Context: an optimization exercise on an open-source flow, tuned for a short achievable clock period and few clock cycles. The choices shown serve that exercise and are no tape-out recipe.
Only the layout flow was run in this run; the RTL was not checked for function there.

--- flow/run.sh ---
#!/bin/bash
# synth_recipe.tcl (not shown) runs the flow's synth.tcl, then flattens the netlist and writes it again
# the make line also repeats each setting of config.mk as NAME=value (left out here)
make -C /OpenROAD-flow-scripts/flow DESIGN_CONFIG=/design/flow/config.mk WORK_HOME=/design/flow/orfs CLKGATE_MAP_FILE= SYNTH_SCRIPT=/design/flow/synth_recipe.tcl finish
--- flow/config.mk ---
export PLATFORM = sky130hd
export DESIGN_NAME = modular_square_simple
export DESIGN_NICKNAME = modular_square_simple
export VERILOG_FILES = /design/flow/design.v
export SDC_FILE = /design/flow/constraint.sdc
export NUM_CORES = 4
export LEC_CHECK = 0
export CAP_MARGIN = 20
export CORE_MARGIN = 2
export CORE_UTILIZATION = 25
export SLEW_MARGIN = 20
--- flow/constraint.sdc ---
create_clock -name core_clock -period 100.0 [get_ports {clk}]
set_input_delay 20.0000 -clock core_clock [delete_from_list [all_inputs] [get_ports {clk}]]
set_output_delay 20.0000 -clock core_clock [all_outputs]
set_load 0.01 [all_outputs]
--- flow/design.v ---
module modular_square_simple
   #(
     parameter int MOD_LEN = 32
    )
   (
    input logic                   clk,
    input logic                   reset,
    input logic                   start,
    input logic [MOD_LEN-1:0]     sq_in,
    output logic [MOD_LEN-1:0]    sq_out,
    output logic                  valid
   );
   localparam [32:0] MODULUS = 33'd3113120051;
   logic [31:0] cur_sq_in;
   logic        running;
   logic [63:0] sqr;
   logic [34:0] s1;
   logic [32:0] r;
   logic [33:0] r1, r2;
   logic [31:0] sq_out_comb;
   always_ff @(posedge clk) begin
      if (start)
         cur_sq_in <= sq_in;
      else if (running)
         cur_sq_in <= sq_out_comb;
   end
   assign sq_out = cur_sq_in;
   always_ff @(posedge clk) begin
      if (reset) begin
         running <= 1'b0;
         valid   <= 1'b0;
      end else begin
         if (start)
            running <= 1'b1;
         valid <= running;
      end
   end
   assign sqr = {32'd0, cur_sq_in} * {32'd0, cur_sq_in};
   logic [31:0] t0;
   always_comb begin
      case (sqr[35:32])
        4'd0: t0 = 32'd0;
        4'd1: t0 = 32'd1181847245;
        4'd2: t0 = 32'd2363694490;
        4'd3: t0 = 32'd432421684;
        4'd4: t0 = 32'd1614268929;
        4'd5: t0 = 32'd2796116174;
        4'd6: t0 = 32'd864843368;
        4'd7: t0 = 32'd2046690613;
        4'd8: t0 = 32'd115417807;
        4'd9: t0 = 32'd1297265052;
        4'd10: t0 = 32'd2479112297;
        4'd11: t0 = 32'd547839491;
        4'd12: t0 = 32'd1729686736;
        4'd13: t0 = 32'd2911533981;
        4'd14: t0 = 32'd980261175;
        4'd15: t0 = 32'd2162108420;
        default: t0 = 32'd0;
      endcase
   end
   logic [31:0] t1;
   always_comb begin
      case (sqr[39:36])
        4'd0: t1 = 32'd0;
        4'd1: t1 = 32'd230835614;
        4'd2: t1 = 32'd461671228;
        4'd3: t1 = 32'd692506842;
        4'd4: t1 = 32'd923342456;
        4'd5: t1 = 32'd1154178070;
        4'd6: t1 = 32'd1385013684;
        4'd7: t1 = 32'd1615849298;
        4'd8: t1 = 32'd1846684912;
        4'd9: t1 = 32'd2077520526;
        4'd10: t1 = 32'd2308356140;
        4'd11: t1 = 32'd2539191754;
        4'd12: t1 = 32'd2770027368;
        4'd13: t1 = 32'd3000862982;
        4'd14: t1 = 32'd118578545;
        4'd15: t1 = 32'd349414159;
        default: t1 = 32'd0;
      endcase
   end
   logic [31:0] t2;
   always_comb begin
      case (sqr[43:40])
        4'd0: t2 = 32'd0;
        4'd1: t2 = 32'd580249773;
        4'd2: t2 = 32'd1160499546;
        4'd3: t2 = 32'd1740749319;
        4'd4: t2 = 32'd2320999092;
        4'd5: t2 = 32'd2901248865;
        4'd6: t2 = 32'd368378587;
        4'd7: t2 = 32'd948628360;
        4'd8: t2 = 32'd1528878133;
        4'd9: t2 = 32'd2109127906;
        4'd10: t2 = 32'd2689377679;
        4'd11: t2 = 32'd156507401;
        4'd12: t2 = 32'd736757174;
        4'd13: t2 = 32'd1317006947;
        4'd14: t2 = 32'd1897256720;
        4'd15: t2 = 32'd2477506493;
        default: t2 = 32'd0;
      endcase
   end
   logic [31:0] t3;
   always_comb begin
      case (sqr[47:44])
        4'd0: t3 = 32'd0;
        4'd1: t3 = 32'd3057756266;
        4'd2: t3 = 32'd3002392481;
        4'd3: t3 = 32'd2947028696;
        4'd4: t3 = 32'd2891664911;
        4'd5: t3 = 32'd2836301126;
        4'd6: t3 = 32'd2780937341;
        4'd7: t3 = 32'd2725573556;
        4'd8: t3 = 32'd2670209771;
        4'd9: t3 = 32'd2614845986;
        4'd10: t3 = 32'd2559482201;
        4'd11: t3 = 32'd2504118416;
        4'd12: t3 = 32'd2448754631;
        4'd13: t3 = 32'd2393390846;
        4'd14: t3 = 32'd2338027061;
        4'd15: t3 = 32'd2282663276;
        default: t3 = 32'd0;
      endcase
   end
   logic [31:0] t4;
   always_comb begin
      case (sqr[51:48])
        4'd0: t4 = 32'd0;
        4'd1: t4 = 32'd2227299491;
        4'd2: t4 = 32'd1341478931;
        4'd3: t4 = 32'd455658371;
        4'd4: t4 = 32'd2682957862;
        4'd5: t4 = 32'd1797137302;
        4'd6: t4 = 32'd911316742;
        4'd7: t4 = 32'd25496182;
        4'd8: t4 = 32'd2252795673;
        4'd9: t4 = 32'd1366975113;
        4'd10: t4 = 32'd481154553;
        4'd11: t4 = 32'd2708454044;
        4'd12: t4 = 32'd1822633484;
        4'd13: t4 = 32'd936812924;
        4'd14: t4 = 32'd50992364;
        4'd15: t4 = 32'd2278291855;
        default: t4 = 32'd0;
      endcase
   end
   logic [31:0] t5;
   always_comb begin
      case (sqr[55:52])
        4'd0: t5 = 32'd0;
        4'd1: t5 = 32'd1392471295;
        4'd2: t5 = 32'd2784942590;
        4'd3: t5 = 32'd1064293834;
        4'd4: t5 = 32'd2456765129;
        4'd5: t5 = 32'd736116373;
        4'd6: t5 = 32'd2128587668;
        4'd7: t5 = 32'd407938912;
        4'd8: t5 = 32'd1800410207;
        4'd9: t5 = 32'd79761451;
        4'd10: t5 = 32'd1472232746;
        4'd11: t5 = 32'd2864704041;
        4'd12: t5 = 32'd1144055285;
        4'd13: t5 = 32'd2536526580;
        4'd14: t5 = 32'd815877824;
        4'd15: t5 = 32'd2208349119;
        default: t5 = 32'd0;
      endcase
   end
   logic [31:0] t6;
   always_comb begin
      case (sqr[59:56])
        4'd0: t6 = 32'd0;
        4'd1: t6 = 32'd487700363;
        4'd2: t6 = 32'd975400726;
        4'd3: t6 = 32'd1463101089;
        4'd4: t6 = 32'd1950801452;
        4'd5: t6 = 32'd2438501815;
        4'd6: t6 = 32'd2926202178;
        4'd7: t6 = 32'd300782490;
        4'd8: t6 = 32'd788482853;
        4'd9: t6 = 32'd1276183216;
        4'd10: t6 = 32'd1763883579;
        4'd11: t6 = 32'd2251583942;
        4'd12: t6 = 32'd2739284305;
        4'd13: t6 = 32'd113864617;
        4'd14: t6 = 32'd601564980;
        4'd15: t6 = 32'd1089265343;
        default: t6 = 32'd0;
      endcase
   end
   logic [31:0] t7;
   always_comb begin
      case (sqr[63:60])
        4'd0: t7 = 32'd0;
        4'd1: t7 = 32'd1576965706;
        4'd2: t7 = 32'd40811361;
        4'd3: t7 = 32'd1617777067;
        4'd4: t7 = 32'd81622722;
        4'd5: t7 = 32'd1658588428;
        4'd6: t7 = 32'd122434083;
        4'd7: t7 = 32'd1699399789;
        4'd8: t7 = 32'd163245444;
        4'd9: t7 = 32'd1740211150;
        4'd10: t7 = 32'd204056805;
        4'd11: t7 = 32'd1781022511;
        4'd12: t7 = 32'd244868166;
        4'd13: t7 = 32'd1821833872;
        4'd14: t7 = 32'd285679527;
        4'd15: t7 = 32'd1862645233;
        default: t7 = 32'd0;
      endcase
   end
   logic [31:0] t8;
   always_comb begin
      case (s1[34:32])
        3'd0: t8 = 32'd0;
        3'd1: t8 = 32'd1181847245;
        3'd2: t8 = 32'd2363694490;
        3'd3: t8 = 32'd432421684;
        3'd4: t8 = 32'd1614268929;
        3'd5: t8 = 32'd2796116174;
        3'd6: t8 = 32'd864843368;
        3'd7: t8 = 32'd2046690613;
        default: t8 = 32'd0;
      endcase
   end
   assign s1 = {3'd0, sqr[31:0]} + {3'd0, t0} + {3'd0, t1} + {3'd0, t2} + {3'd0, t3}
             + {3'd0, t4} + {3'd0, t5} + {3'd0, t6} + {3'd0, t7};
   assign r  = {1'b0, s1[31:0]} + {1'b0, t8};
   assign r1 = {1'b0, r} - {1'b0, MODULUS};
   assign r2 = {1'b0, r} - {MODULUS, 1'b0};
   assign sq_out_comb = !r2[33] ? r2[31:0] : !r1[33] ? r1[31:0] : r[31:0];
endmodule
==> impl_metrics.csv <==
group,metric,value,unit
global_route,antenna_found_initial,5,
placed_design,post-place-ws,78130,ps
placed_design,dp_hpwl,129.1,mm
yosys,netlist_instances,5369,
global_route,busiest_layer,"met2",
timing,setup_viol,0,
worst_hold_path,hold_path_class,"reg -> reg",
timing,fin_ws,77990,ps
global_route,grt_usage,0.1620,
clock_network,post_cts_resized,0,
yosys,synth_edf_count,32,
final_layout,area_delta_synth_final,7.973,%
floorplanning,core_area,185400,µm²
clock_network,tritoncts,"built",
worst_setup_path,rr_endpoint,"cur_sq_in[6]",
yosys,synth_area_leaders,"fa_1 (44%), ha_1 (12%), inv_1 (9.5%), nand2_1 (4.1%), and2_1 (3.4%)",
drt,vias_per_cell,4.783,
clock_network,cts_buffers,5,
worst_setup_path,required,80000,ps
floorplanning,initial_core_util,0.2514,
worst_setup_path,crit_path_max_incr_delay,700,ps
yosys,synth_top_area_cell,"fa_1",
placed_design,io_buffers,67,
global_route,grt_max_degree,48,
worst_setup_path,endpoint_kind,"primary output",
timing,slew_violations,0,
drt,wl_per_cell,19.84,µm
global_route,gr-total-overflow,0,
worst_setup_path,cp_max_fo,21,
yosys,synth_top_area_frac,0.4362,
worst_hold_path,min_from,"running",
final_layout,layout_commonest_cell,"inv_1",
clock_network,h-tree-depth,2,
worst_setup_path,r2r_slack,78350,ps
yosys,synth.avg_cell_area,8.684,µm²
timing,finClkSkew,8.861,ps
yosys,synth-seq-cells,34,
timing,relSlewSlack,0.3280,
floorplanning,die_area,190000,µm²
worst_hold_path,min_to,"valid",
timing,period_needed,22010,ps
final_layout,final_cells,7769,
yosys,async_flop_share,0,
timing,timing.hold.ws,459.7,ps
timing,rsz0062_at_grt,"false",
clock_network,clockBufferDepth,2,
timing,tightest_slew,1002,ps
worst_setup_path,cp.arrival,2010,ps
clock_network,cts.sinks,34,
worst_setup_path,ff2ff_path_depth,72,
drt,drt_wl_total,154.1,mm
global_route,use_met1,0.2213,
drt,drc,0,
yosys,syn-cell-area,46620,µm²
floorplanning,placementRows,158,
yosys,yosysSeqAreaShare,0.02147,
clock_network,clock_latency,290,ps
final_layout,seqCellArea,1001,µm²
yosys,ys.flop_type,"edfxtp_1",
outcome,status,"no timing/DRC/antenna violations",
worst_setup_path,critPathLaunchType,"flop",
final_layout,final_util,0.2715,
drt,dr.pass1.iters,6,
worst_setup_path,cp_slowest_cell,"clkdlybuf4s50_1",
global_route,grt_pass1_wl,239.3,mm
final_layout,drive_above_1_share,0.03857,
worst_setup_path,path_cells,"buf_4, clkdlybuf4s50_1",
drt,vias,37160,
floorplanning,ios,68,
final_layout,fillCellCount,19990,
final_layout,fin_nets,6775,
clock_network,post_cts_buffers,0,
worst_setup_path,worstSetupPathType,"reg -> out",
worst_hold_path,whs_path_depth,1,
clock_network,cts_hold_buf,0,
flow_run,maxCapViolations,0,
drt,drt-initial-drc-count,2735,
final_layout,diodes,0,
clock_network,root_buffer,"clkbuf_16",
clock_network,clkTransAtPathRegs,60,ps
timing,max_freq,45.44,MHz
floorplanning,dieWidth,435.9,µm
placed_design,gp_congestion,0.9655,
final_layout,mostFrequentLayoutCells,"inv_1 (1186), fa_1 (1016), nand2_1 (514), ha_1 (436), a21oi_1 (262)",
final_layout,multiInputGateArea,40300,µm²
global_route,use_met2,0.2663,
yosys,yosys_warnings,1,
timing,fin_crit_sh,0.2201,
global_route,grt.met3_usage,0.01734,
drt,ant_nets,0,
global_route,grt_pass1_vias,39420,
timing,final_hold_viol_count,0,
worst_setup_path,timing.rr.start,"cur_sq_in[11]",
yosys,synth_cell_type_count,117,
yosys,synth_nets,6856,
placed_design,place_inst,7761,
timing,fin_tns_setup,0,ps
floorplanning,fp.dieH,435.9,µm
-- stage by stage --
step                instance area [µm²]
floorplan                         46620
global placement                  50150
detailed placement                50150
CTS                               50340
global route                      50340
finish                            50340
-- layer usage --
layer	vias to the layer above	wire, µm
li1	16710	-
met1	18890	67180
met2	1324	71840
met3	235	8898
met4	0	6214
met5	-	0
-- logic make-up (layout without fill, tap and decap cells) --
kind of cell	after synthesis	after routing	synth area share
adders and majority gates	1452	1452	0.5532
buffers and inverters	1428	1348	0.1165
and+or+nand+nor	1326	1326	0.1359
AOI/OAI and AO/OA	911	911	0.1295
xor gates and xnor gates	178	178	0.03432
muxes	40	40	0.009017
DFF	34	34	0.02147
-- worst max-delay path by stage --
stage / cells after the start / to / from
2_1_floorplan: 4 / cur_sq_in[17] / start
3_3_place_gp: 6 / cur_sq_in[19] / start
3_5_place_dp: 6 / cur_sq_in[19] / start
4_1_cts: 2 / sq_out[9] / cur_sq_in[9]
5_1_grt: 72 / cur_sq_in[6] / cur_sq_in[11]
6_report: 2 / sq_out[9] / cur_sq_in[9]
-- worst max-delay path: cells and delay by family, from the launching register on --
family / cells / cell delay [ps]
DFF: 1 / 580
buffers and inverters: 2 / 1100
-- layout make-up --
class                           instances  share of cell area
Multi-Input combinational cell       3907              0.8005
Tap cell                             2480             0.06164
Inverter                             1193             0.08900
Clock inverter                          3            0.001367
Sequential cell                        34             0.01988
Clock buffer                            5            0.002485
Timing Repair Buffer                  147             0.02515
-- synth_stat cells, types with 19 or more instances --
| master | n |
|---|---|
| a211oi_1 | 29 |
| a21o_1 | 77 |
| a21oi_1 | 262 |
| a31oi_1 | 48 |
| and2_1 | 254 |
| and3_1 | 25 |
| buf_2 | 22 |
| clkbuf_1 | 198 |
| edfxtp_1 | 32 |
| fa_1 | 1016 |
| ha_1 | 436 |
| inv_1 | 1186 |
| mux2i_1 | 24 |
| nand2_1 | 514 |
| nand2b_1 | 23 |
| nand3_1 | 66 |
| nand4_1 | 26 |
| nor2_1 | 254 |
| nor2b_1 | 33 |
| nor3_1 | 56 |
| o211ai_1 | 24 |
| o21a_1 | 25 |
| o21ai_0 | 187 |
| o21bai_1 | 22 |
| o31ai_1 | 19 |
| xnor2_1 | 107 |
| xor2_1 | 67 |
-- flip-flops by register name (all words and copies together), names as in the netlist --
register and flops:
valid 1, running 1, cur_sq_in 32

afterwards: timing with drivers on the ports:
Ports are ideal in the flow. The routed layout listed here was re-timed in OpenROAD. Step 1 (the two cells are an assumption about what drives the block):
set clk [get_ports {clk}]
set_driving_cell -lib_cell sky130_fd_sc_hd__clkbuf_16 $clk
set_driving_cell -lib_cell sky130_fd_sc_hd__buf_2 [delete_from_list [all_inputs] $clk]
Step 2, shift: input delay + t, output delay - t, t = (earliest + latest rising clock arrival at the registers) / 2. This alone moves slack from input paths to output paths. Three values: ideal ports, drivers, drivers and shift; two values: the first two.
shift t [ns]: 0.324
slack for setup (ns): 77.991 / 77.955 / 78.084
hold slack, ns: 0.460 / 0.460 / 0.460
slew at the worst register clock pin (ns): 0.06 / 0.06
cell pins on the clock port's net: 1
After both steps this run still meets setup and hold. For this run, drivers alone change the setup slack by -0.036 ns; drivers and shift together by +0.093 ns.
